This is an optimization exercise on Yosys and OpenROAD, whose aim is small area and a short achievable clock period, not a production implementation.
The RTL was checked by simulation tests, not by an equivalence proof against the original design.
Power and IR drop assume default switching activity.

===== run.sh =====
#!/bin/bash
# synth_recipe.tcl (not shown) runs the flow's synth.tcl, then flattens the netlist and writes it again
# the make line also repeats each setting of config.mk as NAME=value (left out here)
make -C /OpenROAD-flow-scripts/flow DESIGN_CONFIG=/design/flow/config.mk WORK_HOME=/design/flow/orfs CLKGATE_MAP_FILE= SYNTH_SCRIPT=/design/flow/synth_recipe.tcl finish

===== design.v =====
parameter
    SYNC  = 6'd0,
    IMM0  = 6'd1,
    PHA0  = 6'd2,
    PLA0  = 6'd3,
    ZPG0  = 6'd4,
    DATA  = 6'd5,
    ABS0  = 6'd6,
    ABS1  = 6'd7,
    BRA0  = 6'd8,
    JSR0  = 6'd9,
    JSR1  = 6'd10,
    JSR2  = 6'd11,
    RTS0  = 6'd12,
    RTS1  = 6'd13,
    RTS2  = 6'd14,
    JMP0  = 6'd15,
    JMP1  = 6'd16,
    IDX0  = 6'd17,
    IDX1  = 6'd18,
    IDX2  = 6'd19,
    BRK0  = 6'd20,
    BRK1  = 6'd21,
    BRK2  = 6'd22,
    BRK3  = 6'd23,
    RTI0  = 6'd24,
    IND0  = 6'd25,
    IND1  = 6'd26,
    ZPW0  = 6'd27,
    ABW0  = 6'd28,
    ABW1  = 6'd29,
    RMW0  = 6'd30,
    RMW1  = 6'd31,
    BRK4  = 6'd32,
    JMPW  = 6'd33,
    INDW  = 6'd34,
    ABSW  = 6'd35,
    ABWW  = 6'd36,
    JSRW  = 6'd37,
    JSRH  = 6'd38,
    JSRL  = 6'd39,
    JSR3  = 6'd40,
    JSR4  = 6'd41,
    RTSW  = 6'd42,
    IMMR  = 6'd43,
    ABSR  = 6'd44,
    ZPGR  = 6'd45,
    IDXR  = 6'd46,
    PHAR  = 6'd47,
    PHAS  = 6'd48,
    PLAR  = 6'd49;
parameter
    NOP   = 2'b00,
    LDA   = 2'b01,
    STA   = 2'b10,
    RMW   = 2'b11;
parameter
    DST__ = 2'b00,
    DST_X = 2'b01,
    DST_Y = 2'b10,
    DST_A = 2'b11;
parameter
    SRC__ = 2'b00,
    SRC_Z = 2'b00,
    SRC_X = 2'b01,
    SRC_Y = 2'b10,
    SRC_A = 2'b11;
parameter
    SEL_Z = 2'b00,
    SEL_X = 2'b01,
    SEL_Y = 2'b10,
    SEL_A = 2'b11;
parameter
    FLAG____ = 2'b00,
    FLAG_ADD = 2'b01,
    FLAG_CMP = 2'b10,
    FLAG_BIT = 2'b11;
parameter
    IZ = SEL_Z,
    IX = SEL_X,
    IY = SEL_Y;
parameter
    IDX___ = 2'b00,      
    IDX_X_ = 2'b01,      
    IDX__Y = 2'b10,      
    IDX_XY = 2'b11;      
parameter  
    ALU_____ = 9'b00_000_00_00,
    ALU_REG  = 9'b00_000_00_00,  
    ALU_INCA = 9'b00_000_00_01,  
    ALU_DECA = 9'b00_000_10_00,  
    ALU_LDA  = 9'b00_001_00_00,  
    ALU_INCM = 9'b00_001_00_01,  
    ALU_DECM = 9'b00_001_10_00,  
    ALU_ADC  = 9'b00_000_01_10,  
    ALU_CMP  = 9'b00_000_11_01,  
    ALU_SBC  = 9'b00_000_11_10,  
    ALU_ORA  = 9'b00_100_00_00,  
    ALU_AND  = 9'b00_101_00_00,  
    ALU_EOR  = 9'b00_110_00_00,  
    ALU_TSX  = 9'b00_111_00_00,  
    ALU_PLA  = 9'b01_000_00_00,  
    ALU_ASLA = 9'b10_000_00_00,  
    ALU_ROLA = 9'b10_000_00_11,  
    ALU_LSRA = 9'b11_000_00_00,  
    ALU_RORA = 9'b11_000_00_11,  
    ALU_ASLM = 9'b10_001_00_00,  
    ALU_ROLM = 9'b10_001_00_11,  
    ALU_LSRM = 9'b11_001_00_00,  
    ALU_RORM = 9'b11_001_00_11;  
parameter
    AB_ZPGX = 11'b00_1_00_100_11_0,   
    AB_ABSX = 11'b10_1_00_010_01_0,   
    AB_PUSH = 11'b01_0_00_000_00_0,   
    AB_PULL = 11'b01_0_00_000_00_1,   
    AB_HOLD = 11'b10_0_00_011_00_0,   
    AB_NEXT = 11'b10_0_00_011_00_1,   
    AB_INCR = 11'b10_1_00_011_00_1,   
    AB_OPER = 11'b00_0_01_001_00_0,   
    AB_FWRD = 11'b10_0_01_001_10_0,   
    AB_JMP1 = 11'b10_0_01_010_00_1,   
    AB_JMP0 = 11'b10_0_01_010_01_0,   
    AB_BACK = 11'b11_0_01_001_10_0,   
    AB_NMIV = 11'b01_0_10_000_00_0,   
    AB_IRQV = 11'b01_0_11_000_00_0;   
parameter
    WE___ = 2'b00,                   
    WE_1_ = 2'b01,                   
    WE_ST = 2'b10;                   
parameter
    DR___ = 1'b0,                    
    DR_DI = 1'b1;                    
parameter
    DO____ = 3'b000,
    DO_ALU = 3'b000,
    DO_PCL = 3'b001,
    DO_PCH = 3'b010,
    DO_PHP = 3'b011,
    DO_PC3 = 3'b100;
parameter
    S____  = 2'b00,
    S_INC  = 2'b01,
    S_DEC  = 2'b10;
parameter
    AB_16  = 2'b00,
    AB_24  = 2'b01,
    AB_32  = 2'b10,
    AB_48  = 2'b11;
parameter
    R_08  = 2'b00,
    R_16  = 2'b01,
    R_24  = 2'b10,
    R_32  = 2'b11;
module cpu( 
    input clk,                           
    input RST,                           
    output [23:0] AB,                    
    output sync,                         
    input [7:0] DI,                      
    output reg [7:0] DO,                 
    output WE,                           
    input IRQ,                           
    input NMI,                           
    input RDY,                           
    input debug );                       
 parameter
    SYNC  = 6'd0,
    IMM0  = 6'd1,
    PHA0  = 6'd2,
    PLA0  = 6'd3,
    ZPG0  = 6'd4,
    DATA  = 6'd5,
    ABS0  = 6'd6,
    ABS1  = 6'd7,
    BRA0  = 6'd8,
    JSR0  = 6'd9,
    JSR1  = 6'd10,
    JSR2  = 6'd11,
    RTS0  = 6'd12,
    RTS1  = 6'd13,
    RTS2  = 6'd14,
    JMP0  = 6'd15,
    JMP1  = 6'd16,
    IDX0  = 6'd17,
    IDX1  = 6'd18,
    IDX2  = 6'd19,
    BRK0  = 6'd20,
    BRK1  = 6'd21,
    BRK2  = 6'd22,
    BRK3  = 6'd23,
    RTI0  = 6'd24,
    IND0  = 6'd25,
    IND1  = 6'd26,
    ZPW0  = 6'd27,
    ABW0  = 6'd28,
    ABW1  = 6'd29,
    RMW0  = 6'd30,
    RMW1  = 6'd31,
    BRK4  = 6'd32,
    JMPW  = 6'd33,
    INDW  = 6'd34,
    ABSW  = 6'd35,
    ABWW  = 6'd36,
    JSRW  = 6'd37,
    JSRH  = 6'd38,
    JSRL  = 6'd39,
    JSR3  = 6'd40,
    JSR4  = 6'd41,
    RTSW  = 6'd42,
    IMMR  = 6'd43,
    ABSR  = 6'd44,
    ZPGR  = 6'd45,
    IDXR  = 6'd46,
    PHAR  = 6'd47,
    PHAS  = 6'd48,
    PLAR  = 6'd49;
parameter
    NOP   = 2'b00,
    LDA   = 2'b01,
    STA   = 2'b10,
    RMW   = 2'b11;
parameter
    DST__ = 2'b00,
    DST_X = 2'b01,
    DST_Y = 2'b10,
    DST_A = 2'b11;
parameter
    SRC__ = 2'b00,
    SRC_Z = 2'b00,
    SRC_X = 2'b01,
    SRC_Y = 2'b10,
    SRC_A = 2'b11;
parameter
    SEL_Z = 2'b00,
    SEL_X = 2'b01,
    SEL_Y = 2'b10,
    SEL_A = 2'b11;
parameter
    FLAG____ = 2'b00,
    FLAG_ADD = 2'b01,
    FLAG_CMP = 2'b10,
    FLAG_BIT = 2'b11;
parameter
    IZ = SEL_Z,
    IX = SEL_X,
    IY = SEL_Y;
parameter
    IDX___ = 2'b00,      
    IDX_X_ = 2'b01,      
    IDX__Y = 2'b10,      
    IDX_XY = 2'b11;      
parameter  
    ALU_____ = 9'b00_000_00_00,
    ALU_REG  = 9'b00_000_00_00,  
    ALU_INCA = 9'b00_000_00_01,  
    ALU_DECA = 9'b00_000_10_00,  
    ALU_LDA  = 9'b00_001_00_00,  
    ALU_INCM = 9'b00_001_00_01,  
    ALU_DECM = 9'b00_001_10_00,  
    ALU_ADC  = 9'b00_000_01_10,  
    ALU_CMP  = 9'b00_000_11_01,  
    ALU_SBC  = 9'b00_000_11_10,  
    ALU_ORA  = 9'b00_100_00_00,  
    ALU_AND  = 9'b00_101_00_00,  
    ALU_EOR  = 9'b00_110_00_00,  
    ALU_TSX  = 9'b00_111_00_00,  
    ALU_PLA  = 9'b01_000_00_00,  
    ALU_ASLA = 9'b10_000_00_00,  
    ALU_ROLA = 9'b10_000_00_11,  
    ALU_LSRA = 9'b11_000_00_00,  
    ALU_RORA = 9'b11_000_00_11,  
    ALU_ASLM = 9'b10_001_00_00,  
    ALU_ROLM = 9'b10_001_00_11,  
    ALU_LSRM = 9'b11_001_00_00,  
    ALU_RORM = 9'b11_001_00_11;  
parameter
    AB_ZPGX = 11'b00_1_00_100_11_0,   
    AB_ABSX = 11'b10_1_00_010_01_0,   
    AB_PUSH = 11'b01_0_00_000_00_0,   
    AB_PULL = 11'b01_0_00_000_00_1,   
    AB_HOLD = 11'b10_0_00_011_00_0,   
    AB_NEXT = 11'b10_0_00_011_00_1,   
    AB_INCR = 11'b10_1_00_011_00_1,   
    AB_OPER = 11'b00_0_01_001_00_0,   
    AB_FWRD = 11'b10_0_01_001_10_0,   
    AB_JMP1 = 11'b10_0_01_010_00_1,   
    AB_JMP0 = 11'b10_0_01_010_01_0,   
    AB_BACK = 11'b11_0_01_001_10_0,   
    AB_NMIV = 11'b01_0_10_000_00_0,   
    AB_IRQV = 11'b01_0_11_000_00_0;   
parameter
    WE___ = 2'b00,                   
    WE_1_ = 2'b01,                   
    WE_ST = 2'b10;                   
parameter
    DR___ = 1'b0,                    
    DR_DI = 1'b1;                    
parameter
    DO____ = 3'b000,
    DO_ALU = 3'b000,
    DO_PCL = 3'b001,
    DO_PCH = 3'b010,
    DO_PHP = 3'b011,
    DO_PC3 = 3'b100;
parameter
    S____  = 2'b00,
    S_INC  = 2'b01,
    S_DEC  = 2'b10;
parameter
    AB_16  = 2'b00,
    AB_24  = 2'b01,
    AB_32  = 2'b10,
    AB_48  = 2'b11;
parameter
    R_08  = 2'b00,
    R_16  = 2'b01,
    R_24  = 2'b10,
    R_32  = 2'b11;
function [24:0] dec;
    input [7:0] op;
    input p0;
    case( op )
         8'h6D: dec = { FLAG_ADD, LDA, SRC_A, DST_A, ALU_ADC , IZ, (p0) ? ABSW : ABS0 };  
         8'h7D: dec = { FLAG_ADD, LDA, SRC_A, DST_A, ALU_ADC , IX, (p0) ? ABSW : ABS0 };  
         8'h79: dec = { FLAG_ADD, LDA, SRC_A, DST_A, ALU_ADC , IY, (p0) ? ABSW : ABS0 };  
         8'h69: dec = { FLAG_ADD, LDA, SRC_A, DST_A, ALU_ADC , IZ, IMM0 };  
         8'h65: dec = { FLAG_ADD, LDA, SRC_A, DST_A, ALU_ADC , IZ, ZPG0 };  
         8'h72: dec = { FLAG_ADD, LDA, SRC_A, DST_A, ALU_ADC , IZ, IDX0 };  
         8'h61: dec = { FLAG_ADD, LDA, SRC_A, DST_A, ALU_ADC , IX, IDX0 };  
         8'h75: dec = { FLAG_ADD, LDA, SRC_A, DST_A, ALU_ADC , IX, ZPG0 };  
         8'h71: dec = { FLAG_ADD, LDA, SRC_A, DST_A, ALU_ADC , IY, IDX0 };  
         8'hED: dec = { FLAG_ADD, LDA, SRC_A, DST_A, ALU_SBC , IZ, (p0) ? ABSW : ABS0 };  
         8'hFD: dec = { FLAG_ADD, LDA, SRC_A, DST_A, ALU_SBC , IX, (p0) ? ABSW : ABS0 };  
         8'hF9: dec = { FLAG_ADD, LDA, SRC_A, DST_A, ALU_SBC , IY, (p0) ? ABSW : ABS0 };  
         8'hE9: dec = { FLAG_ADD, LDA, SRC_A, DST_A, ALU_SBC , IZ, IMM0 };  
         8'hE5: dec = { FLAG_ADD, LDA, SRC_A, DST_A, ALU_SBC , IZ, ZPG0 };  
         8'hF2: dec = { FLAG_ADD, LDA, SRC_A, DST_A, ALU_SBC , IZ, IDX0 };  
         8'hE1: dec = { FLAG_ADD, LDA, SRC_A, DST_A, ALU_SBC , IX, IDX0 };  
         8'hF5: dec = { FLAG_ADD, LDA, SRC_A, DST_A, ALU_SBC , IX, ZPG0 };  
         8'hF1: dec = { FLAG_ADD, LDA, SRC_A, DST_A, ALU_SBC , IY, IDX0 };  
         8'h2D: dec = { FLAG____, LDA, SRC_A, DST_A, ALU_AND , IZ, (p0) ? ABSW : ABS0 };  
         8'h3D: dec = { FLAG____, LDA, SRC_A, DST_A, ALU_AND , IX, (p0) ? ABSW : ABS0 };  
         8'h39: dec = { FLAG____, LDA, SRC_A, DST_A, ALU_AND , IY, (p0) ? ABSW : ABS0 };  
         8'h29: dec = { FLAG____, LDA, SRC_A, DST_A, ALU_AND , IZ, IMM0 };  
         8'h25: dec = { FLAG____, LDA, SRC_A, DST_A, ALU_AND , IZ, ZPG0 };  
         8'h32: dec = { FLAG____, LDA, SRC_A, DST_A, ALU_AND , IZ, IDX0 };  
         8'h21: dec = { FLAG____, LDA, SRC_A, DST_A, ALU_AND , IX, IDX0 };  
         8'h35: dec = { FLAG____, LDA, SRC_A, DST_A, ALU_AND , IX, ZPG0 };  
         8'h31: dec = { FLAG____, LDA, SRC_A, DST_A, ALU_AND , IY, IDX0 };  
         8'h0D: dec = { FLAG____, LDA, SRC_A, DST_A, ALU_ORA , IZ, (p0) ? ABSW : ABS0 };  
         8'h1D: dec = { FLAG____, LDA, SRC_A, DST_A, ALU_ORA , IX, (p0) ? ABSW : ABS0 };  
         8'h19: dec = { FLAG____, LDA, SRC_A, DST_A, ALU_ORA , IY, (p0) ? ABSW : ABS0 };  
         8'h09: dec = { FLAG____, LDA, SRC_A, DST_A, ALU_ORA , IZ, IMM0 };  
         8'h05: dec = { FLAG____, LDA, SRC_A, DST_A, ALU_ORA , IZ, ZPG0 };  
         8'h12: dec = { FLAG____, LDA, SRC_A, DST_A, ALU_ORA , IZ, IDX0 };  
         8'h01: dec = { FLAG____, LDA, SRC_A, DST_A, ALU_ORA , IX, IDX0 };  
         8'h15: dec = { FLAG____, LDA, SRC_A, DST_A, ALU_ORA , IX, ZPG0 };  
         8'h11: dec = { FLAG____, LDA, SRC_A, DST_A, ALU_ORA , IY, IDX0 };  
         8'hAD: dec = { FLAG____, LDA, SRC_A, DST_A, ALU_LDA , IZ, (p0) ? ABSW : ABS0 };  
         8'hBD: dec = { FLAG____, LDA, SRC_A, DST_A, ALU_LDA , IX, (p0) ? ABSW : ABS0 };  
         8'hB9: dec = { FLAG____, LDA, SRC_A, DST_A, ALU_LDA , IY, (p0) ? ABSW : ABS0 };  
         8'hA9: dec = { FLAG____, LDA, SRC_A, DST_A, ALU_LDA , IZ, IMM0 };  
         8'hA5: dec = { FLAG____, LDA, SRC_A, DST_A, ALU_LDA , IZ, ZPG0 };  
         8'hB2: dec = { FLAG____, LDA, SRC_A, DST_A, ALU_LDA , IZ, IDX0 };  
         8'hA1: dec = { FLAG____, LDA, SRC_A, DST_A, ALU_LDA , IX, IDX0 };  
         8'hB5: dec = { FLAG____, LDA, SRC_A, DST_A, ALU_LDA , IX, ZPG0 };  
         8'hB1: dec = { FLAG____, LDA, SRC_A, DST_A, ALU_LDA , IY, IDX0 };  
         8'hCD: dec = { FLAG_CMP, NOP, SRC_A, DST__, ALU_CMP , IZ, (p0) ? ABSW : ABS0 };  
         8'hDD: dec = { FLAG_CMP, NOP, SRC_A, DST__, ALU_CMP , IX, (p0) ? ABSW : ABS0 };  
         8'hD9: dec = { FLAG_CMP, NOP, SRC_A, DST__, ALU_CMP , IY, (p0) ? ABSW : ABS0 };  
         8'hC9: dec = { FLAG_CMP, NOP, SRC_A, DST__, ALU_CMP , IZ, IMM0 };  
         8'hC5: dec = { FLAG_CMP, NOP, SRC_A, DST__, ALU_CMP , IZ, ZPG0 };  
         8'hD2: dec = { FLAG_CMP, NOP, SRC_A, DST__, ALU_CMP , IZ, IDX0 };  
         8'hC1: dec = { FLAG_CMP, NOP, SRC_A, DST__, ALU_CMP , IX, IDX0 };  
         8'hD5: dec = { FLAG_CMP, NOP, SRC_A, DST__, ALU_CMP , IX, ZPG0 };  
         8'hD1: dec = { FLAG_CMP, NOP, SRC_A, DST__, ALU_CMP , IY, IDX0 };  
         8'h4D: dec = { FLAG____, LDA, SRC_A, DST_A, ALU_EOR , IZ, (p0) ? ABSW : ABS0 };  
         8'h5D: dec = { FLAG____, LDA, SRC_A, DST_A, ALU_EOR , IX, (p0) ? ABSW : ABS0 };  
         8'h59: dec = { FLAG____, LDA, SRC_A, DST_A, ALU_EOR , IY, (p0) ? ABSW : ABS0 };  
         8'h49: dec = { FLAG____, LDA, SRC_A, DST_A, ALU_EOR , IZ, IMM0 };  
         8'h45: dec = { FLAG____, LDA, SRC_A, DST_A, ALU_EOR , IZ, ZPG0 };  
         8'h52: dec = { FLAG____, LDA, SRC_A, DST_A, ALU_EOR , IZ, IDX0 };  
         8'h41: dec = { FLAG____, LDA, SRC_A, DST_A, ALU_EOR , IX, IDX0 };  
         8'h55: dec = { FLAG____, LDA, SRC_A, DST_A, ALU_EOR , IX, ZPG0 };  
         8'h51: dec = { FLAG____, LDA, SRC_A, DST_A, ALU_EOR , IY, IDX0 };  
         8'h8D: dec = { FLAG____, STA, SRC_A, DST__, ALU_REG , IZ, (p0) ? ABSW : ABS0 };  
         8'h9D: dec = { FLAG____, STA, SRC_A, DST__, ALU_REG , IX, (p0) ? ABSW : ABS0 };  
         8'h99: dec = { FLAG____, STA, SRC_A, DST__, ALU_REG , IY, (p0) ? ABSW : ABS0 };  
         8'h85: dec = { FLAG____, STA, SRC_A, DST__, ALU_REG , IZ, ZPG0 };  
         8'h92: dec = { FLAG____, STA, SRC_A, DST__, ALU_REG , IZ, IDX0 };  
         8'h81: dec = { FLAG____, STA, SRC_A, DST__, ALU_REG , IX, IDX0 };  
         8'h95: dec = { FLAG____, STA, SRC_A, DST__, ALU_REG , IX, ZPG0 };  
         8'h91: dec = { FLAG____, STA, SRC_A, DST__, ALU_REG , IY, IDX0 };  
         8'h0A: dec = { FLAG____, LDA, SRC_A, DST_A, ALU_ASLA, IZ, SYNC };  
         8'h4A: dec = { FLAG____, LDA, SRC_A, DST_A, ALU_LSRA, IZ, SYNC };  
         8'h2A: dec = { FLAG____, LDA, SRC_A, DST_A, ALU_ROLA, IZ, SYNC };  
         8'h6A: dec = { FLAG____, LDA, SRC_A, DST_A, ALU_RORA, IZ, SYNC };  
         8'h0E: dec = { FLAG____, RMW, SRC__, DST__, ALU_ASLM, IZ, (p0) ? ABWW : ABW0 };  
         8'h1E: dec = { FLAG____, RMW, SRC__, DST__, ALU_ASLM, IX, (p0) ? ABWW : ABW0 };  
         8'h06: dec = { FLAG____, RMW, SRC__, DST__, ALU_ASLM, IZ, ZPW0 };  
         8'h16: dec = { FLAG____, RMW, SRC__, DST__, ALU_ASLM, IX, ZPW0 };  
         8'h4E: dec = { FLAG____, RMW, SRC__, DST__, ALU_LSRM, IZ, (p0) ? ABWW : ABW0 };  
         8'h5E: dec = { FLAG____, RMW, SRC__, DST__, ALU_LSRM, IX, (p0) ? ABWW : ABW0 };  
         8'h46: dec = { FLAG____, RMW, SRC__, DST__, ALU_LSRM, IZ, ZPW0 };  
         8'h56: dec = { FLAG____, RMW, SRC__, DST__, ALU_LSRM, IX, ZPW0 };  
         8'h2E: dec = { FLAG____, RMW, SRC__, DST__, ALU_ROLM, IZ, (p0) ? ABWW : ABW0 };  
         8'h3E: dec = { FLAG____, RMW, SRC__, DST__, ALU_ROLM, IX, (p0) ? ABWW : ABW0 };  
         8'h26: dec = { FLAG____, RMW, SRC__, DST__, ALU_ROLM, IZ, ZPW0 };  
         8'h36: dec = { FLAG____, RMW, SRC__, DST__, ALU_ROLM, IX, ZPW0 };  
         8'h6E: dec = { FLAG____, RMW, SRC__, DST__, ALU_RORM, IZ, (p0) ? ABWW : ABW0 };  
         8'h7E: dec = { FLAG____, RMW, SRC__, DST__, ALU_RORM, IX, (p0) ? ABWW : ABW0 };  
         8'h66: dec = { FLAG____, RMW, SRC__, DST__, ALU_RORM, IZ, ZPW0 };  
         8'h76: dec = { FLAG____, RMW, SRC__, DST__, ALU_RORM, IX, ZPW0 };  
         8'h90: dec = { FLAG____, NOP, SRC__, DST__, ALU_____, IZ, BRA0 };  
         8'hB0: dec = { FLAG____, NOP, SRC__, DST__, ALU_____, IZ, BRA0 };  
         8'hF0: dec = { FLAG____, NOP, SRC__, DST__, ALU_____, IZ, BRA0 };  
         8'h30: dec = { FLAG____, NOP, SRC__, DST__, ALU_____, IZ, BRA0 };  
         8'hD0: dec = { FLAG____, NOP, SRC__, DST__, ALU_____, IZ, BRA0 };  
         8'h10: dec = { FLAG____, NOP, SRC__, DST__, ALU_____, IZ, BRA0 };  
         8'h80: dec = { FLAG____, NOP, SRC__, DST__, ALU_____, IZ, BRA0 };  
         8'h50: dec = { FLAG____, NOP, SRC__, DST__, ALU_____, IZ, BRA0 };  
         8'h70: dec = { FLAG____, NOP, SRC__, DST__, ALU_____, IZ, BRA0 };  
         8'h2C: dec = { FLAG_BIT, NOP, SRC_A, DST__, ALU_AND , IZ, (p0) ? ABSW : ABS0 };  
         8'h3C: dec = { FLAG_BIT, NOP, SRC_A, DST__, ALU_AND , IX, (p0) ? ABSW : ABS0 };  
         8'h89: dec = { FLAG_BIT, NOP, SRC_A, DST__, ALU_AND , IZ, IMM0 };  
         8'h24: dec = { FLAG_BIT, NOP, SRC_A, DST__, ALU_AND , IZ, ZPG0 };  
         8'h34: dec = { FLAG_BIT, NOP, SRC_A, DST__, ALU_AND , IX, ZPG0 };  
         8'h18: dec = { FLAG____, NOP, SRC__, DST__, ALU_____, IZ, SYNC };  
         8'hD8: dec = { FLAG____, NOP, SRC__, DST__, ALU_____, IZ, SYNC };  
         8'h58: dec = { FLAG____, NOP, SRC__, DST__, ALU_____, IZ, SYNC };  
         8'hB8: dec = { FLAG____, NOP, SRC__, DST__, ALU_____, IZ, SYNC };  
         8'h38: dec = { FLAG____, NOP, SRC__, DST__, ALU_____, IZ, SYNC };  
         8'hF8: dec = { FLAG____, NOP, SRC__, DST__, ALU_____, IZ, SYNC };  
         8'h78: dec = { FLAG____, NOP, SRC__, DST__, ALU_____, IZ, SYNC };  
         8'hEA: dec = { FLAG____, NOP, SRC__, DST__, ALU_____, IZ, SYNC };  
         8'hEC: dec = { FLAG_CMP, NOP, SRC_X, DST__, ALU_CMP , IZ, (p0) ? ABSW : ABS0 };  
         8'hE0: dec = { FLAG_CMP, NOP, SRC_X, DST__, ALU_CMP , IZ, IMM0 };  
         8'hE4: dec = { FLAG_CMP, NOP, SRC_X, DST__, ALU_CMP , IZ, ZPG0 };  
         8'hCC: dec = { FLAG_CMP, NOP, SRC_Y, DST__, ALU_CMP , IZ, (p0) ? ABSW : ABS0 };  
         8'hC0: dec = { FLAG_CMP, NOP, SRC_Y, DST__, ALU_CMP , IZ, IMM0 };  
         8'hC4: dec = { FLAG_CMP, NOP, SRC_Y, DST__, ALU_CMP , IZ, ZPG0 };  
         8'hCE: dec = { FLAG____, RMW, SRC__, DST__, ALU_DECM, IZ, (p0) ? ABWW : ABW0 };  
         8'hDE: dec = { FLAG____, RMW, SRC__, DST__, ALU_DECM, IX, (p0) ? ABWW : ABW0 };  
         8'hC6: dec = { FLAG____, RMW, SRC__, DST__, ALU_DECM, IZ, ZPW0 };  
         8'hD6: dec = { FLAG____, RMW, SRC__, DST__, ALU_DECM, IX, ZPW0 };  
         8'hEE: dec = { FLAG____, RMW, SRC__, DST__, ALU_INCM, IZ, (p0) ? ABWW : ABW0 };  
         8'hFE: dec = { FLAG____, RMW, SRC__, DST__, ALU_INCM, IX, (p0) ? ABWW : ABW0 };  
         8'hE6: dec = { FLAG____, RMW, SRC__, DST__, ALU_INCM, IZ, ZPW0 };  
         8'hF6: dec = { FLAG____, RMW, SRC__, DST__, ALU_INCM, IX, ZPW0 };  
         8'h3A: dec = { FLAG____, LDA, SRC_A, DST_A, ALU_DECA, IZ, SYNC };  
         8'hCA: dec = { FLAG____, LDA, SRC_X, DST_X, ALU_DECA, IZ, SYNC };  
         8'h88: dec = { FLAG____, LDA, SRC_Y, DST_Y, ALU_DECA, IZ, SYNC };  
         8'h1A: dec = { FLAG____, LDA, SRC_A, DST_A, ALU_INCA, IZ, SYNC };  
         8'hE8: dec = { FLAG____, LDA, SRC_X, DST_X, ALU_INCA, IZ, SYNC };  
         8'hC8: dec = { FLAG____, LDA, SRC_Y, DST_Y, ALU_INCA, IZ, SYNC };  
         8'hAA: dec = { FLAG____, LDA, SRC_A, DST_X, ALU_REG , IZ, SYNC };  
         8'hA8: dec = { FLAG____, LDA, SRC_A, DST_Y, ALU_REG , IZ, SYNC };  
         8'hBA: dec = { FLAG____, LDA, SRC__, DST_X, ALU_TSX , IZ, SYNC };  
         8'h8A: dec = { FLAG____, LDA, SRC_X, DST_A, ALU_REG , IZ, SYNC };  
         8'h9A: dec = { FLAG____, NOP, SRC_X, DST__, ALU_REG , IZ, SYNC };  
         8'h98: dec = { FLAG____, LDA, SRC_Y, DST_A, ALU_REG , IZ, SYNC };  
         8'h00: dec = { FLAG____, NOP, SRC__, DST__, ALU_____, IZ, BRK0 };  
         8'h4C: dec = { FLAG____, NOP, SRC__, DST__, ALU_____, IZ, (p0) ? JMPW : JMP0 };  
         8'h6C: dec = { FLAG____, NOP, SRC__, DST__, ALU_____, IZ, (p0) ? INDW : IND0 };  
         8'h7C: dec = { FLAG____, NOP, SRC__, DST__, ALU_____, IX, (p0) ? INDW : IND0 };  
         8'h20: dec = { FLAG____, NOP, SRC__, DST__, ALU_____, IZ, (p0) ? JSRW : JSR0 };  
         8'h40: dec = { FLAG____, NOP, SRC__, DST__, ALU_____, IZ, RTI0 };  
         8'h60: dec = { FLAG____, NOP, SRC__, DST__, ALU_____, IZ, RTS0 };  
         8'hAE: dec = { FLAG____, LDA, SRC__, DST_X, ALU_LDA , IZ, (p0) ? ABSW : ABS0 };  
         8'hBE: dec = { FLAG____, LDA, SRC__, DST_X, ALU_LDA , IY, (p0) ? ABSW : ABS0 };  
         8'hA2: dec = { FLAG____, LDA, SRC__, DST_X, ALU_LDA , IZ, IMM0 };  
         8'hA6: dec = { FLAG____, LDA, SRC__, DST_X, ALU_LDA , IZ, ZPG0 };  
         8'hB6: dec = { FLAG____, LDA, SRC__, DST_X, ALU_LDA , IY, ZPG0 };  
         8'hAC: dec = { FLAG____, LDA, SRC__, DST_Y, ALU_LDA , IZ, (p0) ? ABSW : ABS0 };  
         8'hBC: dec = { FLAG____, LDA, SRC__, DST_Y, ALU_LDA , IX, (p0) ? ABSW : ABS0 };  
         8'hA0: dec = { FLAG____, LDA, SRC__, DST_Y, ALU_LDA , IZ, IMM0 };  
         8'hA4: dec = { FLAG____, LDA, SRC__, DST_Y, ALU_LDA , IZ, ZPG0 };  
         8'hB4: dec = { FLAG____, LDA, SRC__, DST_Y, ALU_LDA , IX, ZPG0 };  
         8'h48: dec = { FLAG____, NOP, SRC_A, DST__, ALU_REG , IZ, PHA0 };  
         8'hDA: dec = { FLAG____, NOP, SRC_X, DST__, ALU_REG , IZ, PHA0 };  
         8'h5A: dec = { FLAG____, NOP, SRC_Y, DST__, ALU_REG , IZ, PHA0 };  
         8'h68: dec = { FLAG____, LDA, SRC__, DST_A, ALU_PLA , IZ, PLA0 };  
         8'hFA: dec = { FLAG____, LDA, SRC__, DST_X, ALU_PLA , IZ, PLA0 };  
         8'h7A: dec = { FLAG____, LDA, SRC__, DST_Y, ALU_PLA , IZ, PLA0 };  
         8'h08: dec = { FLAG____, NOP, SRC__, DST__, ALU_REG , IZ, PHA0 };  
         8'h28: dec = { FLAG____, NOP, SRC__, DST__, ALU_____, IZ, PLA0 };  
         8'h8E: dec = { FLAG____, STA, SRC_X, DST__, ALU_REG , IZ, (p0) ? ABSW : ABS0 };  
         8'h86: dec = { FLAG____, STA, SRC_X, DST__, ALU_REG , IZ, ZPG0 };  
         8'h96: dec = { FLAG____, STA, SRC_X, DST__, ALU_REG , IY, ZPG0 };  
         8'h8C: dec = { FLAG____, STA, SRC_Y, DST__, ALU_REG , IZ, (p0) ? ABSW : ABS0 };  
         8'h84: dec = { FLAG____, STA, SRC_Y, DST__, ALU_REG , IZ, ZPG0 };  
         8'h94: dec = { FLAG____, STA, SRC_Y, DST__, ALU_REG , IX, ZPG0 };  
         8'h9C: dec = { FLAG____, STA, SRC_Z, DST__, ALU_REG , IZ, (p0) ? ABSW : ABS0 };  
         8'h9E: dec = { FLAG____, STA, SRC_Z, DST__, ALU_REG , IX, (p0) ? ABSW : ABS0 };  
         8'h64: dec = { FLAG____, STA, SRC_Z, DST__, ALU_REG , IZ, ZPG0 };  
         8'h74: dec = { FLAG____, STA, SRC_Z, DST__, ALU_REG , IX, ZPG0 };  
         8'h0F: dec = { FLAG____, NOP, SRC__, DST__, ALU_____, IZ, SYNC };  
         8'h1F: dec = { FLAG____, NOP, SRC__, DST__, ALU_____, IZ, SYNC };  
         8'h4F: dec = { FLAG____, NOP, SRC__, DST__, ALU_____, IZ, SYNC };  
         8'h8F: dec = { FLAG____, NOP, SRC__, DST__, ALU_____, IZ, SYNC };  
         8'h5F: dec = { FLAG____, NOP, SRC__, DST__, ALU_____, IZ, SYNC };  
         8'h9F: dec = { FLAG____, NOP, SRC__, DST__, ALU_____, IZ, SYNC };  
         8'h1C: dec = { 21'b00_00_00_00_00_000000000_00, (p0) ? ABSW : ABS0 };  
         8'h14: dec = { 21'b00_00_00_00_00_000000000_00, ZPG0 };  
         8'h0C: dec = { 21'b00_00_00_00_00_000000000_00, (p0) ? ABSW : ABS0 };  
         8'h04: dec = { 21'b00_00_00_00_00_000000000_00, ZPG0 };  
       default: dec = { 19'b0, IZ, SYNC };
    endcase
endfunction
function [20:0] busop;
    input [5:0] st;
    input r;                             
    input c;                             
    input d7;                            
    case( st )
        ABSW:                    busop = { S____, IDX___, DO____, DR_DI, WE___, AB_OPER };
        ABS0:                    busop = { S____, IDX___, DO____, DR_DI, WE___, AB_OPER };
        ABS1:                    busop = { S____, IDX_XY, DO_ALU, DR___, WE_ST, AB_ABSX };
        ABSR:                    busop = { S____, IDX_XY, DO_ALU, DR_DI, WE_ST, AB_INCR };
        ABWW:                    busop = { S____, IDX___, DO____, DR_DI, WE___, AB_OPER };
        ABW0:                    busop = { S____, IDX___, DO____, DR_DI, WE___, AB_OPER };
        ABW1:                    busop = { S____, IDX_XY, DO____, DR___, WE___, AB_ABSX };
        BRA0: if( c & d7 ) busop = { S____, IDX___, DO____, DR___, WE___, AB_BACK };
             else if( c )    busop = { S____, IDX___, DO____, DR___, WE___, AB_FWRD };
             else               busop = { S____, IDX___, DO____, DR___, WE___, AB_OPER };
        BRK0:                    busop = { S_DEC, IDX___, DO_PCH, DR___, WE_1_, AB_PUSH };
        BRK1:                    busop = { S_DEC, IDX___, DO_PCL, DR___, WE_1_, AB_PUSH };
        BRK2:                    busop = { S_DEC, IDX___, DO_PHP, DR___, WE_1_, AB_IRQV };
        BRK3:                    busop = { S____, IDX___, DO____, DR_DI, WE___, AB_OPER };
        BRK4:                    busop = { S____, IDX___, DO____, DR___, WE___, AB_OPER };
        DATA:                    busop = { S____, IDX___, DO____, DR_DI, WE___, AB_OPER };
        IDX0:                    busop = { S____, IDX_X_, DO____, DR_DI, WE___, AB_ZPGX };
        IDX1:                    busop = { S____, IDX___, DO____, DR_DI, WE___, AB_NEXT };
        IDX2:                    busop = { S____, IDX__Y, DO_ALU, DR___, WE_ST, AB_ABSX };
        IDXR:                    busop = { S____, IDX__Y, DO_ALU, DR_DI, WE_ST, AB_INCR };
        IMM0:                    busop = { S____, IDX___, DO____, DR_DI, WE___, AB_OPER };
        IMMR:                    busop = { S____, IDX___, DO____, DR_DI, WE___, AB_OPER };
        INDW:                    busop = { S____, IDX___, DO____, DR_DI, WE___, AB_OPER };
        IND0:                    busop = { S____, IDX___, DO____, DR_DI, WE___, AB_OPER };
        IND1:                    busop = { S____, IDX_X_, DO____, DR___, WE___, AB_JMP0 };
        JMPW:                    busop = { S____, IDX___, DO____, DR_DI, WE___, AB_OPER };
        JMP0:                    busop = { S____, IDX___, DO____, DR_DI, WE___, AB_OPER };
        JMP1:                    busop = { S____, IDX___, DO____, DR___, WE___, AB_JMP0 };
        JSRW:                    busop = { S_DEC, IDX___, DO_PC3, DR_DI, WE_1_, AB_PUSH };
        JSRH:                    busop = { S_DEC, IDX___, DO_PCH, DR___, WE_1_, AB_PUSH };
        JSR3:                    busop = { S____, IDX___, DO____, DR___, WE___, AB_OPER };
        JSR4:                    busop = { S____, IDX___, DO____, DR___, WE___, AB_OPER };
        JSRL:                    busop = { S_DEC, IDX___, DO_PCL, DR_DI, WE_1_, AB_PUSH };
        JSR0:                    busop = { S_DEC, IDX___, DO_PCH, DR_DI, WE_1_, AB_PUSH };
        JSR1:                    busop = { S_DEC, IDX___, DO_PCL, DR___, WE_1_, AB_PUSH };
        JSR2:                    busop = { S____, IDX___, DO____, DR___, WE___, AB_OPER };
        PHA0:                    busop = { S_DEC, IDX___, DO_PHP, DR___, WE_1_, AB_PUSH };
        PHAR:                    busop = { S_DEC, IDX___, DO_PHP, DR___, WE_1_, AB_PUSH };
        PHAS:                    busop = { S____, IDX___, DO____, DR___, WE___, AB_OPER };
        PLA0:                    busop = { S_INC, IDX___, DO____, DR_DI, WE___, AB_PULL };
        PLAR:                    busop = { S_INC, IDX___, DO____, DR_DI, WE___, AB_PULL };
        RMW0:                    busop = { S____, IDX___, DO____, DR_DI, WE___, AB_OPER };
        RMW1:                    busop = { S____, IDX___, DO_ALU, DR___, WE_1_, AB_HOLD };
        RTI0:                    busop = { S_INC, IDX___, DO____, DR___, WE___, AB_PULL };
        RTS0:                    busop = { S_INC, IDX___, DO____, DR___, WE___, AB_PULL };
        RTS1:                    busop = { S_INC, IDX___, DO____, DR_DI, WE___, AB_PULL };
        RTSW:                    busop = { S_INC, IDX___, DO____, DR_DI, WE___, AB_PULL };
        RTS2: if( r )          busop = { S____, IDX___, DO____, DR___, WE___, AB_JMP0 };
             else               busop = { S____, IDX___, DO____, DR___, WE___, AB_JMP1 };
        SYNC:                    busop = { S____, IDX___, DO____, DR___, WE___, AB_OPER };
        ZPG0:                    busop = { S____, IDX_XY, DO_ALU, DR___, WE_ST, AB_ZPGX };
        ZPGR:                    busop = { S____, IDX_XY, DO_ALU, DR_DI, WE_ST, AB_INCR };
        ZPW0:                    busop = { S____, IDX_XY, DO____, DR___, WE___, AB_ZPGX };
       default:                 busop = { S____, IDX___, DO____, DR___, WE___, AB_OPER };           
    endcase
endfunction
function [8:0] padd8;                    
    input [7:0] a;
    input [7:0] b;
    input c;
    reg [8:0] G, P, Gn, Pn;
    integer i, l;
    begin
        G = { a & b, c };
        P = { a ^ b, 1'b0 };
        for( l = 1; l < 9; l = l * 2 ) begin
            Gn = G;
            Pn = P;
            for( i = l; i < 9; i = i + 1 ) begin
                Gn[i] = G[i] | (P[i] & G[i - l]);
                Pn[i] = P[i] & P[i - l];
            end
            G = Gn;
            P = Pn;
        end
        padd8 = { G[8], (a ^ b) ^ G[7:0] };
    end
endfunction
function [23:0] allones;                 
    input [23:0] x;
    reg [23:0] P, Pn;
    integer i, l;
    begin
        P = { x[22:0], 1'b1 };
        for( l = 1; l < 24; l = l * 2 ) begin
            Pn = P;
            for( i = l; i < 24; i = i + 1 )
                Pn[i] = P[i] & P[i - l];
            P = Pn;
        end
        allones = P;
    end
endfunction
reg [23:0] PC;                           
reg [23:0] ab_hold;                      
reg [7:0] D4;                            
reg [7:0] D3;                            
reg [7:0] DR;                            
wire [7:0] IR;                           
reg [7:0] OP;                            
reg [2:0] PREFIX;                        
reg ABWDTH;                              
reg [1:0] RWDTH;                         
reg [1:0] RBYTES;                        
reg N, V, D, I, Z, C;                    
wire [7:0] P = { N, V, 1'b1, 1'b1, D, I, Z, C };
reg [23:0] XR, YR, AR;                   
reg [15:0] S;                            
reg [5:0] state;
reg [5:0] next_state;
assign sync = (state == SYNC);
reg [8:0] DIHOLD;
always @(posedge clk)
    case( state )
        PLA0: DIHOLD <= {1'b1, DI[7:0]};
        PHA0: DIHOLD <= {1'b1, DI[7:0]};
        RMW1: DIHOLD <= {1'b1, DI[7:0]};
     default: DIHOLD <= {1'b0, DI[7:0]};
    endcase
assign IR = DIHOLD[8] ? DIHOLD[7:0] : DI[7:0];
wire [7:0] OP_next = sync ? IR : OP;
always @(posedge clk)
    OP <= OP_next;
wire [24:0] op_dec = dec( OP, PREFIX[0] );      
wire [18:0] control = op_dec[24:6];
wire [1:0] ins_type = control[18:17];
wire adc_sbc = (ins_type == FLAG_ADD);
wire cmp     = (ins_type == FLAG_CMP);
wire bit_isn = (ins_type == FLAG_BIT);
wire store = control[16];
wire load = control[15];
wire [1:0] reg_dst = control[12:11];
wire [8:0] alu_op = control[10:2];
wire shift = alu_op[8];
wire clc = (OP == 8'h18);
wire sec = (OP == 8'h38);
wire cld = (OP == 8'hD8);
wire sed = (OP == 8'hF8);
wire cli = (OP == 8'h58);
wire sei = (OP == 8'h78);
wire rti = (OP == 8'h40);
wire clv = (OP == 8'hB8);
wire php = (OP == 8'h08) || (OP == 8'h00);
wire plp = (OP == 8'h28);
wire txs = (OP == 8'h9A);
wire variation = (OP == 8'h0F);
reg cond;
always @*
    casez( OP[7:4] )
        4'b000?: cond = ~N;
        4'b001?: cond =  N;
        4'b010?: cond = ~V;
        4'b011?: cond =  V;
        4'b1000: cond =  1;
        4'b1001: cond = ~C;
        4'b101?: cond =  C;
        4'b110?: cond = ~Z;
        4'b111?: cond =  Z;
    endcase
wire [20:0] bus_op = busop( state, rti, cond, DI[7] );
wire [10:0] ab_op = bus_op[10:0];
wire [1:0] we_op = bus_op[12:11];
wire dr_di = bus_op[13];
wire [2:0] do_op = bus_op[16:14];
wire pull = bus_op[19];
wire push = bus_op[20];
wire [24:0] ir_dec = dec( IR, PREFIX[0] );
wire [5:0] init_state = ir_dec[5:0];
always @* begin
    next_state = state;
    if( RST )
        next_state = BRK4;
    else case( state )
        SYNC:  next_state = init_state;
        ABSW:  next_state = ABS0;
        ABS0:  next_state = ABS1;
        ABS1:  if (RBYTES == 0) next_state = DATA;
               else next_state = ABSR;
        ABSR:  if (RBYTES == 0) next_state = DATA;
        ABWW:  next_state = ABWW;
        ABW0:  next_state = ABW1;
        ABW1:  next_state = RMW0;
        BRA0:  next_state = SYNC;
        BRK0:  next_state = BRK1;
        BRK1:  next_state = BRK2;
        BRK2:  next_state = BRK3;
        BRK3:  next_state = JMP0;
        BRK4:  next_state = BRK3;
        DATA:  next_state = SYNC;
        IDX0:  next_state = IDX1;
        IDX1:  next_state = IDX2;
        IDX2:  if (RBYTES == 0) next_state = DATA;
               else next_state = IDXR;
        IDXR:  if (RBYTES == 0) next_state = DATA;
        IMM0:  if (RBYTES == 0) next_state = SYNC;
               else next_state = IMMR;
        IMMR:  if (RBYTES == 0) next_state = SYNC;
        INDW:  next_state = IND0;
        IND0:  next_state = IND1;
        IND1:  next_state = (ABWDTH == 1'b0) ? JMP0 : JMPW;
        JMPW:  next_state = JMP0;
        JMP0:  next_state = JMP1;
        JMP1:  next_state = SYNC;
        JSRW:  next_state = JSRH;
        JSRH:  next_state = JSR3;
        JSR3:  next_state = JSRL;
        JSRL:  next_state = JSR4;
        JSR4:  next_state = JMP1;
        JSR0:  next_state = JSR1;
        JSR1:  next_state = JSR2;
        JSR2:  next_state = JMP1;
        PHA0:  if (RBYTES == 0) next_state = SYNC;
               else next_state = PHAR;
        PHAR:  if (RBYTES == 0) next_state = PHAS;
        PHAS:  next_state = SYNC;
        PLA0:  if (RBYTES == 0) next_state = SYNC;
               else next_state = PLAR;
        PLAR:  if (RBYTES == 0) next_state = SYNC;
        RMW0:  next_state = RMW1;
        RMW1:  next_state = SYNC;
        RTI0:  next_state = RTS0;
        RTS0:  next_state = (ABWDTH == 1'b0) ? RTS1 : RTSW;
        RTSW:  next_state = RTS1;
        RTS1:  next_state = RTS2;
        RTS2:  next_state = SYNC;
        ZPG0:  if (RBYTES == 0) next_state = DATA;
               else next_state = ZPGR;
        ZPGR:  if (RBYTES == 0) next_state = DATA;
        ZPW0:  next_state = RMW0;
        default:  next_state = SYNC;
    endcase
end
reg count;
always @*
    case( state )
        ABS1, ABSR, IDX2, IDXR, IMM0, IMMR, PHA0, PHAR, PLA0, PLAR, ZPG0, ZPGR:
            count = 1'b1;
        default:
            count = 1'b0;
    endcase
always @(posedge clk)
    state <= next_state;
always @(posedge clk)
    if( RST ) begin
        ABWDTH <= 1'b1;
        RWDTH <= R_08;
        RBYTES <= R_08;
        PREFIX <= { R_08, 1'b1 };
    end
    else begin
        if( sync ) begin
            ABWDTH <= PREFIX[0];
            RWDTH <= PREFIX[2:1];
            RBYTES <= PREFIX[2:1];
            if (IR[3:0] == 4'hF)
                PREFIX <= { IR[7:6], IR[4] };
            else if (IR == 8'h40) begin
                ABWDTH <= 1'b1;
                RWDTH <= R_08;
                PREFIX <= { R_08, 1'b1 };
            end
            else
                PREFIX <= { R_08, 1'b0 };
        end
        if( count && RBYTES != 0 )
            RBYTES <= RBYTES - 1'b1;
    end
wire [24:0] nop_dec = dec( OP_next, PREFIX[0] );
wire [20:0] nbus_op = busop( next_state, OP_next == 8'h40, 1'b0, 1'b0 );
wire nABWDTH = RST ? 1'b1 : (sync ? ((IR == 8'h40) ? 1'b1 : PREFIX[0]) : ABWDTH);
wire [1:0] nidx = nop_dec[7:6] & nbus_op[18:17];
reg bs_S, bs_PC, bs_D24, bs_D16, bs_H;   
reg [1:0] ab_x;                          
reg [1:0] ab_h;                          
reg ab_ci;
reg ab_bra;                              
reg ix_X, ix_Y;                          
reg src_X, src_Y, src_A;                 
always @(posedge clk) begin
    bs_S   <= ~nbus_op[5] & (nbus_op[4:3] == 2'b00);
    bs_PC  <= ~nbus_op[5] & (nbus_op[4:3] == 2'b01);
    bs_D24 <= ~nbus_op[5] & (nbus_op[4:3] == 2'b10) & nABWDTH;
    bs_D16 <= ~nbus_op[5] & (nbus_op[4:3] == 2'b10) & ~nABWDTH;
    bs_H   <= ~nbus_op[5] & (nbus_op[4:3] == 2'b11);
    ab_x   <= nbus_op[2:1];
    ab_h   <= nbus_op[10:9];
    ab_ci  <= nbus_op[0];
    ab_bra <= (next_state == BRA0);
    ix_X   <= (nidx == SEL_X);
    ix_Y   <= (nidx == SEL_Y);
    src_X  <= (nop_dec[20:19] == SEL_X);
    src_Y  <= (nop_dec[20:19] == SEL_Y);
    src_A  <= (nop_dec[20:19] == SEL_A);
end
wire [23:0] R = ({24{src_X}} & XR) | ({24{src_Y}} & YR) | ({24{src_A}} & AR);
wire [8:0] XY = ({9{ix_X}} & XR[8:0]) | ({9{ix_Y}} & YR[8:0]);
reg [23:0] R_IN;
reg [23:0] MEM;
reg [23:0] alu_ai;
reg [23:0] alu_bi;
reg alu_ci;
reg alu_si;
reg [23:0] alu_out;
reg alu_C, alu_N, alu_V;
wire alu_Z = (alu_out == 24'h000000);
always @* begin
    case( RWDTH )
        R_08: R_IN = { 16'h0000, R[7:0] };
        R_16: R_IN = { 8'h00, R[15:0] };
        default: R_IN = R;
    endcase
    case( RWDTH )
        R_24: MEM = { DR, D3, D4 };
        R_16: MEM = { 8'h00, DR, D3 };
        default: MEM = { 8'h00, 8'h00, DR };
    endcase
    casez( alu_op[6:4] )
        3'b0?0: alu_ai = R_IN;
        3'b0?1: alu_ai = MEM;
        3'b100: alu_ai = R_IN | MEM;
        3'b101: alu_ai = R_IN & MEM;
        3'b110: alu_ai = R_IN ^ MEM;
        3'b111: alu_ai = { 8'h00, S };
    endcase
    case( alu_op[3:2] )
        2'b00: alu_bi = 24'h000000;
        2'b01: alu_bi = MEM;
        2'b10: alu_bi = 24'hffffff;
        2'b11: alu_bi = ~MEM;
    endcase
    case( alu_op[1:0] )
        2'b01: alu_ci = 1'b1;
        2'b10: alu_ci = C;
        default: alu_ci = 1'b0;
    endcase
    {alu_C, alu_out} = alu_ai + alu_bi + alu_ci;
    alu_si = C & alu_op[0];
    if( alu_op[8] )
        if( alu_op[7] )
            {alu_out, alu_C} = {alu_si, alu_out};
        else
            {alu_C, alu_out} = {alu_out, alu_si};
    else if( alu_op[7] )
        alu_out = { 16'h0000, DI };
    alu_N = (RWDTH == R_24) ? alu_out[23] : (RWDTH == R_16) ? alu_out[15] : alu_out[7];
    alu_V = (RWDTH == R_24) ? (alu_ai[23] ^ alu_bi[23] ^ alu_C ^ alu_N) :
            (RWDTH == R_16) ? (alu_ai[15] ^ alu_bi[15] ^ alu_C ^ alu_N) :
                              (alu_ai[7]  ^ alu_bi[7]  ^ alu_C ^ alu_N);
end
wire reg_we = load & ~store & sync;
always @(posedge clk)
    if( reg_we && reg_dst == SEL_X )
        XR <= alu_out;
always @(posedge clk)
    if( reg_we && reg_dst == SEL_Y )
        YR <= alu_out;
always @(posedge clk)
    if( reg_we && reg_dst == SEL_A )
        AR <= alu_out;
    else if( variation )                 
        AR <= {16'h6502, R_16, AB_24, 4'h0};
always @(posedge clk)
    if( txs )       S <= R[15:0];
    else if( push ) S <= S - 1'b1;
    else if( pull ) S <= S + 1'b1;
wire [23:0] base = ({24{bs_S}} & { 8'h00, S })
                 | ({24{bs_PC}} & PC)
                 | ({24{bs_D24}} & { DI, DR, D3 })
                 | ({24{bs_D16}} & { 8'h00, DI, DR })
                 | ({24{bs_H}} & ab_hold);
wire [1:0] x_op = ab_bra ? { cond, 1'b0 } : ab_x;
wire [1:0] h_op = ab_bra ? { cond, cond & DI[7] } : ab_h;
wire [7:0] abl_a = (x_op == 2'b11) ? XY[7:0] : base[7:0];
wire [7:0] abl_b = ((x_op == 2'b01) ? XY[7:0] : 8'h00) | (x_op[1] ? DI : 8'h00);
wire [8:0] abl_sum = padd8( abl_a, abl_b, ab_ci );
wire abl_co = abl_sum[8] ^ (x_op[0] & XY[8]);
wire [15:0] abh_base = base[23:8];
wire abh_down = (h_op == 2'b11);
wire [23:0] abh_run = allones( { 8'h00, abh_base ^ {16{abh_down}} } );
wire abh_flip = h_op[0] ^ (h_op[1] & abl_co);
wire [15:0] abh = abh_base ^ ({16{abh_flip}} & abh_run[15:0]);
assign AB = { abh, abl_sum[7:0] };
always @(posedge clk)
    if( ab_op[8] )
        ab_hold <= AB;
always @(posedge clk)
    if( RST )
        PC <= 24'hfffffa;
    else case( ab_op[7:6] )
        2'b01: PC <= AB + 1'b1;
        2'b10: PC <= 24'hfffff7;
        2'b11: PC <= 24'hfffffd;
      default:;
    endcase
assign WE = we_op[0] | (we_op[1] & store);
always @(posedge clk)
    if( dr_di ) begin
        D4 <= D3;
        D3 <= DR;
        DR <= DI;
    end
function [7:0] bytesel;
    input [23:0] x;
    input [1:0] w;
    input [1:0] n;
    if( w == R_08 ) bytesel = x[7:0];
    else if( w == R_16 ) bytesel = (n == 2'd1) ? x[7:0] : x[15:8];
    else bytesel = (n == 2'd2) ? x[7:0] : (n == 2'd1) ? x[15:8] : x[23:16];
endfunction
reg [8:0] rmw_in;
always @*
    case( RWDTH )
        R_16: rmw_in = { DR[0], D3 };
        R_24: rmw_in = { D3[0], D4 };
        default: rmw_in = { 1'b0, DR };
    endcase
wire rmw_si = C & alu_op[0];
wire [7:0] rmw_sum = rmw_in[7:0] + ((alu_op[3:2] == 2'b10) ? 8'hff : 8'h00) + (alu_op[1:0] == 2'b01);
reg [7:0] rmw_lo;                        
reg [7:0] rmw_hi;                        
always @* begin
    if( alu_op[8] ) begin
        rmw_lo = alu_op[7] ? rmw_in[8:1] : { rmw_in[6:0], rmw_si };
        rmw_hi = alu_op[7] ? { rmw_si, 7'h00 } : 8'h00;
    end
    else begin
        rmw_lo = rmw_sum;
        rmw_hi = ((alu_op[3:2] == 2'b10) && (alu_op[1:0] != 2'b01) && (DR == 8'h00)) ? 8'hff : 8'h00;
    end
end
wire [7:0] do_reg = bytesel( R, RWDTH, RBYTES );
wire [7:0] do_rmw = (RWDTH == R_32) ? rmw_hi : rmw_lo;
always @*
    case( do_op )
        DO_PCL: DO = PC[7:0];
        DO_PCH: DO = PC[15:8];
        DO_PC3: DO = PC[23:16];
        DO_PHP: DO = php ? P : do_reg;
        default: DO = (state == RMW1) ? do_rmw : do_reg;
    endcase
always @(posedge clk)
    case( state )
        RTS0: if( rti )                         N <= DI[7];
        SYNC: if( plp )                         N <= DI[7];
              else if( bit_isn )                N <= DI[7];
              else if( load | cmp )             N <= alu_N;
     default:;
    endcase
always @(posedge clk)
    case( state )
        RTS0: if( rti )                         V <= DI[6];
        SYNC: if( plp )                         V <= DI[6];
              else if( clv )                    V <= 0;
              else if( bit_isn )                V <= DI[6];
              else if( adc_sbc )                V <= alu_V;
     default:;
    endcase
always @(posedge clk)
    case( state )
        RTS0: if( rti )                         D <= DI[3];
        SYNC: if( plp )                         D <= DI[3];
              else if( cld )                    D <= 0;
              else if( sed )                    D <= 1;
     default:;
    endcase
always @(posedge clk)
    case( state )
        BRK4:                                   I <= 1;
        RTS0: if( rti )                         I <= DI[2];
        SYNC: if( plp )                         I <= DI[2]; 
              else if( cli )                    I <= 0;
              else if( sei )                    I <= 1;
     default:;
    endcase
always @(posedge clk)
    case( state )
        RTS0: if( rti )                         Z <= DI[1];
        SYNC: if( plp )                         Z <= DI[1]; 
              else if( load | cmp | bit_isn )   Z <= alu_Z;
     default:;
    endcase
always @(posedge clk)
    case( state )
        RTS0: if( rti )                         C <= DI[0];
        SYNC: if( plp )                         C <= DI[0];
              else if( clc )                    C <= 0;
              else if( sec )                    C <= 1;
              else if( cmp | shift | adc_sbc )  C <= alu_C;
     default:;
    endcase
endmodule

===== config.mk =====
export PLATFORM = sky130hd
export DESIGN_NAME = cpu
export DESIGN_NICKNAME = cpu
export VERILOG_FILES = /design/flow/design.v
export SDC_FILE = /design/flow/constraint.sdc
export NUM_CORES = 4
export LEC_CHECK = 0
export CAP_MARGIN = 20
export CORE_MARGIN = 2
export CORE_UTILIZATION = 40
export PLACE_DENSITY = 0.6
export SETUP_SLACK_MARGIN = 2.5
export SLEW_MARGIN = 20

===== constraint.sdc =====
create_clock -name core_clock -period 11.0 [get_ports {clk}]
set_input_delay 2.2000 -clock core_clock [delete_from_list [all_inputs] [get_ports {clk}]]
set_output_delay 2.2000 -clock core_clock [all_outputs]
set_load 0.01 [all_outputs]

==> results of run 1 <==
==> registers in the layout, summed over array words and instances, names as in the netlist, 2 cells and up <==
register,flops
AR,24
PC,24
XR,24
YR,24
ab_hold,24
S,16
DIHOLD,9
D3,8
D4,8
DR,8
OP,8
state,6
PREFIX,3
RBYTES,2
RWDTH,2
ab_h,2
ab_x,2
==> area by class of cell <==
type | count | area, sq um | area share
clock buffer | 32 | 694 | 0.0314
clock inverter | 15 | 219 | 0.00990
inverter | 123 | 462 | 0.0209
multi-input combinational | 1990 | 13300 | 0.599
sequential | 213 | 5690 | 0.257
tap | 664 | 831 | 0.0375
timing repair buffer | 116 | 982 | 0.0444
==> worst max-delay path: cells and delay by family <==
family / cells / cell delay (ns)
buffers and inverters: 5 / 1.58
adder cells (fa/ha/maj): 1 / 0.38
AND/OR/NAND/NOR: 5 / 0.64
AO/OA/AOI/OAI: 5 / 1.28
==> worst max path at each step <==
stage | to | slack, ns | depth (start not counted)
floorplan | AB[11] | 3.89 | 14
global placement | AB[20] | 2.29 | 14
detailed placement | AB[20] | 2.27 | 14
CTS | AB[13] | 2.49 | 15
global route | AB[13] | 2.43 | 16
finish | AB[13] | 2.69 | 16
==> layout by cell type, fill, tap and decap left out, drive strengths merged, types with 70 or more instances in the layout <==
cell type	netlist	routed
a21oi	153	153
a22oi	70	70
buf	43	73
dfxtp	71	71
edfxtp	142	142
ha	109	109
inv	118	121
nand2	267	267
nor2	267	267
o21ai	149	149
xnor2	73	73
==> power by group <==
| group | switching (W) | internal [W] |
|---|---|---|
| sequential | 0.000302 | 0.00134 |
| clock | 0.000359 | 0.000568 |
| combinational | 0.00380 | 0.00209 |
==> routing by layer <==
metal,part of all wire,track usage
met1,0.41,0.390
met2,0.45,0.462
met3,0.089,0.0369
met5,0,0
met4,0.051,0.122
==> stage by stage <==
step | total power (W) | worst slack, ns
4_1_cts | 0.00830 | 2.49
5_1_grt | 0.00901 | 2.43
3_5_place_dp | 0.00733 | 2.27
3_3_place_gp | 0.00725 | 2.29
2_1_floorplan | 0.00549 | 3.89
6_report | 0.00846 | 2.69
==> repair_timing <==
| action | in CTS | in global routing |
|---|---|---|
| pin swaps | 3 | 6 |
| buffers inserted | 3 | 6 |
| setup endpoints to repair | 9 | 16 |
| resized for setup | 4 | 16 |
| endpoints found under the hold margin | 0 | 0 |
| hold buffers | 0 | 0 |
==> cells by family (layout without fill, tap and decap cells) <==
logic type | after synthesis | after routing | synth area share
AO/OA/AOI/OAI | 813 | 813 | 0.288
XOR/XNOR | 102 | 102 | 0.0450
adder cells (fa/ha/maj) | 115 | 115 | 0.0747
buffers and inverters | 287 | 286 | 0.0560
flip-flops | 213 | 213 | 0.286
multiplexers | 41 | 41 | 0.0239
AND/OR/NAND/NOR | 919 | 919 | 0.227
==> results.py, run 1 <==
metrics = {
    "setup_path": {
        "crit_start": "DI[3]",
        "slowest_stage": "clkdlybuf4s50_1",
        "rr_endpoint": "V",
        "crit_type": "in2out",
        "crit_chain": "clkdlybuf4s50_1 > buf_4 > nand2_1 > o21ai_0 > ha_1 > nand2_1 > o31a_1 > a21oi_1 > o211ai_1 > buf_4 > a211oi_4 > nor3_1 > buf_4 > nand4_1 > nor2b_2 > clkdlybuf4s50_1",
        "timing.rr.start": "OP[4]",
        "r2r_cells": 21,
        "start_kind": "primary input",
        "crit_required_ns": 8.80,
        "cp.arrival_ns": 6.11,
        "critPathMaxStageDelay_ns": 0.59,
        "crit_path_frequent_cell": "buf_4",
        "endpoint_kind": "output port",
        "r2r_setup_slack_ns": 3.26,
        "cp_max_fo": 13,
    },
    "logic_synthesis": {
        "yosysWarnings": 1,
        "synth_area_sq_um": 19900,
        "synth.distinct_cells": 98,
        "synth_most_common_cell": "nor2_1",
        "synth_seq_cells": 213,
        "synth_fp_nets": 2619,
        "yosysTopAreaCellShare": 0.215,
        "yosysTopAreaCell": "edfxtp_1",
        "synth_common_cells": "267 x nor2_1, 264 x nand2_1, 151 x a21oi_1",
        "synth_area_leaders": "edfxtp_1 21%, dfxtp_1 7.2%, ha_1 6.9%",
        "async_reset_ff_frac": 0,
        "synth-edff-count": 142,
        "syn_inst": 2490,
        "postSynthAreaPerCell_sq_um": 7.98,
        "yosysSeqAreaShare": 0.286,
        "ys.flop_type": "edfxtp_1",
    },
    "routing": {
        "viasPerCell": 6.58,
        "drt-initial-drc-count": 2739,
        "totalWireLength_um": 76300,
        "ant_nets": 0,
        "firstDrtPassIters": 8,
        "vias": 20736,
        "drc": 0,
        "routedWlPerCell_um": 24.2,
    },
    "clock_network": {
        "cts_tree": "built",
        "clk_latency_ns": 0.56,
        "clk_pin_slew_ns": 0.07,
        "clk_path_buf_depth": 3,
        "root_buffer": "clkbuf_16",
        "cts_sinks": 213,
        "cts_made_buffers": 26,
        "htreeDepth": 1,
    },
    "final_layout": {
        "area_delta_synth_final_pct": 11.3,
        "fin_area_sq_um": 22100,
        "layout-drive-gt1-share": 0.0840,
        "final_net_count": 2599,
        "fillers": 4911,
        "diodes": 0,
        "instances_no_fill": 3153,
        "final_util": 0.452,
    },
    "sta": {
        "fmax_ghz": 0.120,
        "period_minus_slack_ns": 8.31,
        "setup_viol_count_final": 0,
        "fin_worst_hold_slack_ns": 0.515,
        "skew_ns": 0.0169,
        "slew_viol_final": 0,
        "fin_crit_sh": 0.755,
        "tightest_slew_ns": 1.27,
        "rsz0062_at_grt": "true",
        "fin_setup_tns_ns": 0,
        "max_slew_margin": 0.154,
        "finalHoldViolations": 0,
    },
    "floorplan": {
        "die_area_sq_um": 51500,
        "core_area_sq_um": 49000,
        "rows": 81,
        "die_w_um": 227,
        "die_h_um": 227,
        "start_util": 0.406,
        "ios": 48,
    },
    "global_route": {
        "grt_pass1_vias": 18860,
        "grt_remaining_overflow": 0,
        "grt_pass1_wl_um": 115000,
        "track_usage": 0.288,
        "grt_start_max_net_pins": 49,
        "antenna_found_initial": 0,
    },
    "placed_design": {
        "place_congestion": 0.942,
        "dp_hpwl_um": 55500,
        "dp.cells": 3096,
        "port_buffers": 43,
        "post_dp_cell_area_sq_um": 21000,
    },
    "power_and_ir_drop": {
        "power.leakage_nw": 8.15,
        "ir_worst_vdd_mv": 0.283,
        "power.density_nw_per_um2": 383,
    },
    "worst_hold_path": {
        "holdPathStages": 2,
        "hold_path_class": "reg2reg",
        "hold_path_end": "PREFIX[1]",
        "hp-start": "PREFIX[1]",
    },
    "outcome": {
        "status": "finished clean",
    },
    "run": {
        "maxCapViolCount": 0,
    },
}
==> inputs of run 2 (changes only) <==
--- a/config.mk
+++ b/config.mk
@@ -8,6 +8,7 @@
 export CAP_MARGIN = 20
 export CORE_MARGIN = 2
 export CORE_UTILIZATION = 40
+export CTS_BUF_LIST = sky130_fd_sc_hd__clkbuf_8
 export PLACE_DENSITY = 0.6
-export SETUP_SLACK_MARGIN = 2.5
+export SETUP_SLACK_MARGIN = 4
 export SLEW_MARGIN = 20
==> results.py, run 2 <==
metrics = {
    "final_layout": {
        "final_net_count": 2670,
        "layout_common_cells": "259 x nor2_1, 256 x nand2_1, 145 x a21oi_1, 142 x edfxtp_1, 136 x o21ai_0",
        "layout_commonest_cell": "nor2_1",
        "layout-drive-gt1-share": 0.143,
        "area_delta_synth_final_pct": 15.6,
    },
    "floorplan": {
        "start_util": 0.406,
        "die_w_um": 227,
        "core_area_sq_um": 49000,
        "rows": 81,
        "ios": 48,
        "die_area_sq_um": 51500,
        "die_h_um": 227,
    },
    "sta": {
        "fin_worst_hold_slack_ns": 0.518,
        "fin_setup_tns_ns": 0,
        "max_slew_margin": 0.249,
        "fmax_ghz": 0.140,
        "slew_viol_final": 0,
        "fin_crit_sh": 0.650,
        "finalHoldViolations": 0,
        "rsz0062_at_grt": "true",
        "skew_ns": 0.0291,
        "tightest_slew_ns": 1.13,
        "period_minus_slack_ns": 7.15,
        "setup_viol_count_final": 0,
    },
    "logic_synthesis": {
        "ys.flop_type": "edfxtp_1",
        "postSynthAreaPerCell_sq_um": 7.98,
        "synth_most_common_cell": "nor2_1",
        "yosysWarnings": 1,
        "syn_inst": 2490,
        "yosysSeqAreaShare": 0.286,
        "synth.distinct_cells": 98,
        "yosysTopAreaCell": "edfxtp_1",
        "synth-edff-count": 142,
        "synth_area_sq_um": 19900,
        "yosysTopAreaCellShare": 0.215,
        "synth_common_cells": "267 x nor2_1, 264 x nand2_1, 151 x a21oi_1",
        "synth_seq_cells": 213,
        "async_reset_ff_frac": 0,
        "synth_area_leaders": "edfxtp_1 21%, dfxtp_1 7.2%, ha_1 6.9%",
        "synth_fp_nets": 2619,
    },
    "routing": {
        "drt-initial-drc-count": 2849,
        "ant_nets": 0,
        "vias": 21252,
        "totalWireLength_um": 79600,
        "viasPerCell": 6.57,
        "firstDrtPassIters": 7,
        "routedWlPerCell_um": 24.6,
        "drc": 0,
    },
    "clock_network": {
        "cts_tree": "built",
        "cts_made_buffers": 40,
        "clk_pin_slew_ns": 0.06,
        "root_buffer": "clkbuf_8",
        "clk_path_buf_depth": 3,
        "htreeDepth": 2,
        "clk_latency_ns": 0.63,
        "cts_sinks": 213,
    },
    "power_and_ir_drop": {
        "power.leakage_nw": 8.64,
        "ir_worst_vdd_mv": 0.185,
        "power.density_nw_per_um2": 378,
    },
    "global_route": {
        "antenna_found_initial": 0,
        "track_usage": 0.300,
        "grt_pass1_wl_um": 118000,
        "grt_remaining_overflow": 0,
        "grt_pass1_vias": 19400,
        "grt_start_max_net_pins": 53,
    },
    "setup_path": {
        "crit_type": "in2out",
        "endpoint_kind": "output port",
        "crit_required_ns": 8.80,
        "cp_max_fo": 5,
        "start_kind": "primary input",
        "cp.arrival_ns": 4.95,
    },
    "placed_design": {
        "dp_hpwl_um": 55800,
        "port_buffers": 43,
        "place_congestion": 0.953,
    },
    "run": {
        "maxCapViolCount": 0,
    },
    "worst_hold_path": {
        "hold_path_class": "reg2reg",
    },
    "outcome": {
        "status": "finished clean",
    },
}
[run 2: cell counts after synthesis]
Identical to the previous run, type by type.
[run 2: worst paths after layout]
check,startpoint,end,slack (ns),cells past startpoint
setup / recovery,DI[0],AB[23],3.85,17
setup reg to reg,OP[2],V,4.23,23
hold / removal,PC[12],PC[12],0.52,2
hold reg to reg,PC[12],PC[12],0.52,2
[run 2: kinds of logic after synthesis]
logic type               synth area share
AO/OA/AOI/OAI                       0.288
XOR/XNOR                           0.0450
adder cells (fa/ha/maj)            0.0747
buffers and inverters              0.0560
flip-flops                          0.286
multiplexers                       0.0239
AND/OR/NAND/NOR                     0.227
[run 2: per-stage QoR]
step / std cells / utilization / total power, W / instance area, sq um / setup slack [ns]
final: 3237 / 0.469 / 0.00870 / 23000 / 3.85
after global placement: 3093 / 0.430 / 0.00726 / 21000 / 2.12
after CTS: 3219 / 0.462 / 0.00839 / 22600 / 3.79
after detailed placement: 3095 / 0.430 / 0.00734 / 21000 / 2.04
after floorplan: 2490 / - / 0.00550 / 19900 / 4.01
after global routing: 3236 / 0.469 / 0.00921 / 23000 / 3.74
[run 2: power breakdown]
| part | switching (W) | leakage (nW) | total [W] | internal (W) |
|---|---|---|---|---|
| clock network | 0.000380 | 0.456 | 0.000794 | 0.000414 |
| registers | 0.000319 | 1.93 | 0.00167 | 0.00135 |
| logic | 0.00398 | 6.26 | 0.00623 | 0.00226 |
| total | 0.00468 | 8.64 | 0.00870 | 0.00402 |
[run 2: critical path, stage by stage]
cell,delay [ns]
buf_6,0.09
buf_8,0.12
nand2_4,0.05
o21ai_2,0.06
ha_1,0.33
a211oi_2,0.23
o31a_1,0.26
a211o_1,0.16
o211ai_1,0.08
buf_4,0.17
and2_4,0.19
nor4_4,0.27
buf_6,0.19
nand2_8,0.07
a21oi_4,0.15
xnor2_2,0.13
buf_2,0.16
[run 2: timing repair]
action / in CTS / in global routing
resized for setup: 209 / 54
cloned: 1 / 1
endpoints found under the setup margin: 34 / 30
pin swaps: 33 / 31
setup buffers: 50 / 15
hold buffers: 0 / 0
[run 2: final cells by class]
class | instances | area, sq um
clock buffer | 43 | 592
multi-input combinational | 1991 | 13700
timing repair buffer | 172 | 1480
inverter | 123 | 463
clock inverter | 30 | 203
antenna | 1 | 2.50
tap | 664 | 831
sequential | 213 | 5700
fill | 4796 | 26000
[run 2: routing by layer]
layer / part of all wire / GRT usage
met1: 0.41 / 0.395
met3: 0.084 / 0.0441
met2: 0.46 / 0.481
met5: 0 / 0
met4: 0.049 / 0.146

Re-timed with assumed drivers on the ports (clkbuf_16 on the clock, buf_2 on other inputs), run 2 has 3.815 ns of setup slack against 3.846 ns with ideal ports, and 3.815 ns once port delays also move by the mid clock arrival of 0.679 ns.
